Background: an optimization exercise with open tools, aiming at small area. Do not read the settings as production practice. The clock port is modelled as an ideal driver; clocking choices that lean on that would not hold on a real chip. Power is estimated from default activity; no workload was simulated.

## top
module top(
    input clk,
    input rst,
    input [3:0] col,
    output [3:0] row,
    output led0,
    output [2:0] wrong_leds
);
Size in the first run: ~310 cells after synthesis, about 14 I/O pins, ~3300 µm² of cells after synthesis.
Settings: LEC_CHECK=0, CAP_MARGIN=0, CORE_MARGIN=2, CORE_UTILIZATION=40, SLEW_MARGIN=0; clock period 10.0 ns.
standard.sh (not shown) runs the stock make flow with config.mk's settings and CLKGATE_MAP_FILE= SYNTH_SCRIPT=/design/flow/synth_recipe.tcl, a recipe that flattens the netlist after the stock synthesis.
==> flow/flow/run.sh <==
#!/bin/bash
# Own layout flow: the standard synthesis, then the combinational logic
# between the registers is re-mapped by ABC with an area-oriented script
# (registers are kept as they are: same instances, names and cell types).
# The re-mapped netlist is checked against the standard one by a SAT proof
# with the registers cut; if the check fails, the standard netlist is kept.
# The rest is the standard layout (standard.sh).
set -euo pipefail
W=$(cd "$(dirname "$0")/.." && pwd)
F=$W/flow
cd "$W"
R=$W/orfs/results/$FLOW_PLATFORM/top/base
LIB=$FLOW_HOME/platforms/$FLOW_PLATFORM/lib/sky130_fd_sc_hd__tt_025C_1v80.lib
YOSYS=$(command -v yosys || echo "$FLOW_HOME/../tools/install/yosys/bin/yosys")

bash standard.sh synth > "$W/synth_standard.log" 2>&1
cp "$R/1_2_yosys.v" "$W/std_1_2_yosys.v"

# don't-use cells, as the platform lists them
DU=""
for c in $(sed -n '/DONT_USE_CELLS/,/^$/p' "$FLOW_HOME/platforms/$FLOW_PLATFORM/config.mk" | tr -d '\\' | tr ' ' '\n' | grep '^sky130'); do
  DU="$DU -dont_use $c"
done
FLOPS=$(grep -oE "sky130_fd_sc_hd__(df|edf|sdf|dl)[a-z0-9_]+" "$W/std_1_2_yosys.v" | sort -u | tr '\n' ' ')

cat > "$W/resynth.ys" <<EOY
read_liberty -ignore_miss_func $LIB
blackbox $FLOPS
read_verilog $W/std_1_2_yosys.v
hierarchy -top $FLOW_TOP
flatten
opt_clean -purge
opt -purge
abc -liberty $LIB $DU -script $F/area.abc
read_liberty -lib -overwrite $LIB
splitnets
opt_clean -purge
hilomap -singleton -hicell sky130_fd_sc_hd__conb_1 HI -locell sky130_fd_sc_hd__conb_1 LO
opt_clean -purge
check -assert -mapped
stat -liberty $LIB
write_verilog -noattr -nohex -nodec $W/resynth_1_2_yosys.v
EOY
ok=1
"$YOSYS" -s "$W/resynth.ys" > "$W/resynth.log" 2>&1 || ok=0

if [[ $ok == 1 ]]; then
  # equivalence: registers cut into ports, combinational SAT proof
  python3 "$F/cutff.py" "$W/std_1_2_yosys.v" "$W/eq_gold.v" gold > "$W/cutff.log" 2>&1 || ok=0
  python3 "$F/cutff.py" "$W/resynth_1_2_yosys.v" "$W/eq_gate.v" gate >> "$W/cutff.log" 2>&1 || ok=0
fi
if [[ $ok == 1 ]]; then
  "$YOSYS" -p "read_liberty -ignore_miss_func $LIB; read_verilog $W/eq_gold.v $W/eq_gate.v; hierarchy; flatten; opt_clean; miter -equiv -flatten -make_assert -ignore_gold_x gold gate miter; hierarchy -top miter; sat -verify -prove-asserts -set-init-zero" > "$W/equiv.log" 2>&1 || ok=0
fi
if [[ $ok == 1 ]]; then
  cp "$W/resynth_1_2_yosys.v" "$R/1_2_yosys.v"
  rm -f "$R/1_synth.odb" "$R/1_synth.sdc"
  echo "using the re-mapped netlist" > "$W/resynth_used.txt"
else
  echo "re-mapping failed or not proven; keeping the standard netlist" > "$W/resynth_used.txt"
fi

export BUFFER_PORTS_ARGS="-buffer_cell sky130_fd_sc_hd__buf_1"
export TREE_ROOT_CELL=sky130_fd_sc_hd__clkbuf_4 TREE_LEAF_CELL=sky130_fd_sc_hd__clkbuf_8 TREE_GROUPS=6
export PRE_CTS_TCL="$F/tree.tcl"
export CTS_ARGS="-sink_clustering_enable -repair_clock_nets -dont_use_dummy_load"
bash standard.sh > "$W/layout_standard.log" 2>&1
==> flow/flow/tree.tcl <==
# Clock tree by hand: one root buffer at the registers' centroid driving
# one leaf buffer per group of registers (groups split by position).
set root_cell sky130_fd_sc_hd__clkbuf_8
set leaf_cell sky130_fd_sc_hd__clkbuf_8
if {[info exists ::env(TREE_ROOT_CELL)]} { set root_cell $::env(TREE_ROOT_CELL) }
if {[info exists ::env(TREE_LEAF_CELL)]} { set leaf_cell $::env(TREE_LEAF_CELL) }
set ngroups 4
if {[info exists ::env(TREE_GROUPS)]} { set ngroups $::env(TREE_GROUPS) }
set block [ord::get_db_block]
set dbu [$block getDbUnitsPerMicron]
set regs {}
foreach inst [$block getInsts] {
  if {[[$inst getMaster] isSequential]} {
    set bb [$inst getBBox]
    lappend regs [list $inst [expr {([$bb xMin] + [$bb xMax]) / 2.0 / $dbu}] [expr {([$bb yMin] + [$bb yMax]) / 2.0 / $dbu}]]
  }
}
proc centroid {l} {
  set sx 0; set sy 0
  foreach r $l { set sx [expr {$sx + [lindex $r 1]}]; set sy [expr {$sy + [lindex $r 2]}] }
  return [list [expr {$sx / [llength $l]}] [expr {$sy / [llength $l]}]]
}
# split recursively, alternating x and y, into ngroups groups
proc split_groups {l n axis} {
  if {$n <= 1} { return [list $l] }
  set s [lsort -real -index $axis $l]
  set h [expr {[llength $s] / 2}]
  set a [lrange $s 0 [expr {$h - 1}]]
  set b [lrange $s $h end]
  set na [expr {$n / 2}]
  set nb [expr {$n - $na}]
  set next [expr {$axis == 1 ? 2 : 1}]
  return [concat [split_groups $a $na $next] [split_groups $b $nb $next]]
}
set c [centroid $regs]
puts "tree: [llength $regs] registers, root $root_cell at $c"
insert_buffer -buffer_cell $root_cell -net clk -location $c -buffer_name clktree_root -net_name clktree_root_net
set i 0
foreach g [split_groups $regs $ngroups 1] {
  set pins {}
  foreach r $g {
    set inst [lindex $r 0]
    lappend pins [sta::find_pin "[$inst getName]/CLK"]
  }
  set gc [centroid $g]
  puts "tree: leaf $i, [llength $g] registers at $gc"
  insert_buffer -buffer_cell $leaf_cell -net clktree_root_net -load_pins $pins -location $gc -buffer_name clktree_leaf_$i -net_name clktree_leaf_net_$i
  incr i
}
Other scripts of this flow, unchanged in this note and not shown: flow/flow/area.abc, flow/flow/cutff.py
The baseline went through all stages and came out clean.
Rerun with:
--- a/flow/flow/run.sh
+++ b/flow/flow/run.sh
@@ -63,4 +63,2 @@
 export BUFFER_PORTS_ARGS="-buffer_cell sky130_fd_sc_hd__buf_1"
-export TREE_ROOT_CELL=sky130_fd_sc_hd__clkbuf_4 TREE_LEAF_CELL=sky130_fd_sc_hd__clkbuf_8 TREE_GROUPS=6
-export PRE_CTS_TCL="$F/tree.tcl"
 export CTS_ARGS="-sink_clustering_enable -repair_clock_nets -dont_use_dummy_load"
GPL_TIMING_DRIVEN = 0   (was not set)
removed: flow/flow/tree.tcl
Effect:
- The new run completed with no timing, DRC or antenna violations
- via count went up by a few percent
- clock power went up by about a fifth
- power went up by a few percent
- register-to-register slack gets better by 0.11 ns
- worst setup slack gets better by 0.018 ns
- wire length went up by a few percent
- cell area went up slightly
Rerun with:
--- a/flow/flow/run.sh
+++ b/flow/flow/run.sh
@@ -63,2 +63,4 @@
 export BUFFER_PORTS_ARGS="-buffer_cell sky130_fd_sc_hd__buf_1"
+export TREE_ROOT_CELL=sky130_fd_sc_hd__clkbuf_4 TREE_LEAF_CELL=sky130_fd_sc_hd__clkbuf_8 TREE_GROUPS=5
+export PRE_CTS_TCL="$F/tree.tcl"
 export CTS_ARGS="-sink_clustering_enable -repair_clock_nets -dont_use_dummy_load"
==> flow/flow/tree.tcl (new file) <==
# Clock tree by hand: one root buffer at the registers' centroid driving
# one leaf buffer per group of registers (groups split by position).
set root_cell sky130_fd_sc_hd__clkbuf_8
set leaf_cell sky130_fd_sc_hd__clkbuf_8
if {[info exists ::env(TREE_ROOT_CELL)]} { set root_cell $::env(TREE_ROOT_CELL) }
if {[info exists ::env(TREE_LEAF_CELL)]} { set leaf_cell $::env(TREE_LEAF_CELL) }
set ngroups 4
if {[info exists ::env(TREE_GROUPS)]} { set ngroups $::env(TREE_GROUPS) }
set block [ord::get_db_block]
set dbu [$block getDbUnitsPerMicron]
set regs {}
foreach inst [$block getInsts] {
  if {[[$inst getMaster] isSequential]} {
    set bb [$inst getBBox]
    lappend regs [list $inst [expr {([$bb xMin] + [$bb xMax]) / 2.0 / $dbu}] [expr {([$bb yMin] + [$bb yMax]) / 2.0 / $dbu}]]
  }
}
proc centroid {l} {
  set sx 0; set sy 0
  foreach r $l { set sx [expr {$sx + [lindex $r 1]}]; set sy [expr {$sy + [lindex $r 2]}] }
  return [list [expr {$sx / [llength $l]}] [expr {$sy / [llength $l]}]]
}
# split recursively, alternating x and y, into ngroups groups
proc split_groups {l n axis} {
  if {$n <= 1} { return [list $l] }
  set s [lsort -real -index $axis $l]
  set h [expr {[llength $s] / 2}]
  set a [lrange $s 0 [expr {$h - 1}]]
  set b [lrange $s $h end]
  set na [expr {$n / 2}]
  set nb [expr {$n - $na}]
  set next [expr {$axis == 1 ? 2 : 1}]
  return [concat [split_groups $a $na $next] [split_groups $b $nb $next]]
}
set c [centroid $regs]
puts "tree: [llength $regs] registers, root $root_cell at $c"
insert_buffer -buffer_cell $root_cell -net clk -location $c -buffer_name clktree_root -net_name clktree_root_net
set i 0
foreach g [split_groups $regs $ngroups 1] {
  set pins {}
  foreach r $g {
    set inst [lindex $r 0]
    lappend pins [sta::find_pin "[$inst getName]/CLK"]
  }
  set gc [centroid $g]
  puts "tree: leaf $i, [llength $g] registers at $gc"
  insert_buffer -buffer_cell $leaf_cell -net clktree_root_net -load_pins $pins -location $gc -buffer_name clktree_leaf_$i -net_name clktree_leaf_net_$i
  incr i
}
GPL_TIMING_DRIVEN = not set   (was 0)
What happened: Total power came out lower by 5.4%. Die area stays the same. Routed wire length came out lower by 3.6%. Register-to-register slack loses 0.11 ns. Worst setup slack loses 0.0034 ns. Synthesized cell count stays the same.
Rerun with:
--- a/flow/flow/run.sh
+++ b/flow/flow/run.sh
@@ -63,4 +63,2 @@
 export BUFFER_PORTS_ARGS="-buffer_cell sky130_fd_sc_hd__buf_1"
-export TREE_ROOT_CELL=sky130_fd_sc_hd__clkbuf_4 TREE_LEAF_CELL=sky130_fd_sc_hd__clkbuf_8 TREE_GROUPS=5
-export PRE_CTS_TCL="$F/tree.tcl"
 export CTS_ARGS="-sink_clustering_enable -repair_clock_nets -dont_use_dummy_load"
removed: flow/flow/tree.tcl
Die area does not change.
Hold slack gains 0.014 ns.
Clock power is higher by 23%.
Via count grows by 0.94%.
Wire length is higher by 0.90%.
Setup slack gets better by 0.019 ns.
Function was not checked in any run of this note: the RTL went through the layout flow alone.

==> static timing again, ports no longer ideal <==
No port has a modelled driver above. Below, the same layouts with a new extraction and two added sets of constraints. Step 1 sets driving cells, clkbuf_16 on the clock port and buf_2 on the other inputs (assumed; they add their load-dependent delay and slew). Step 2 times the ports against the registers' clock, not the clock port: input delays grow and output delays shrink by t, the midpoint of the rising clock arrivals with the driver on. a / b / c = no drivers / after step 1 / after step 2; a / b = the first two.
run	t (ns)	setup WS [ns]	hold slack, ns	worst data-port slew with drivers (ns)	cell pins on the clock port's net
the first run	0.436	6.238 / 6.211 / 6.647	0.327 / 0.327 / 0.327	0.03	1
the second run	0.371	6.256 / 6.224 / 6.595	0.345 / 0.345 / 0.345	0.03	1
the third run	0.424	6.253 / 6.226 / 6.650	0.326 / 0.326 / 0.326	0.03	1
the fourth run	0.384	6.272 / 6.237 / 6.621	0.340 / 0.340 / 0.340	0.03	1
After both steps setup and hold are still met in every run listed.
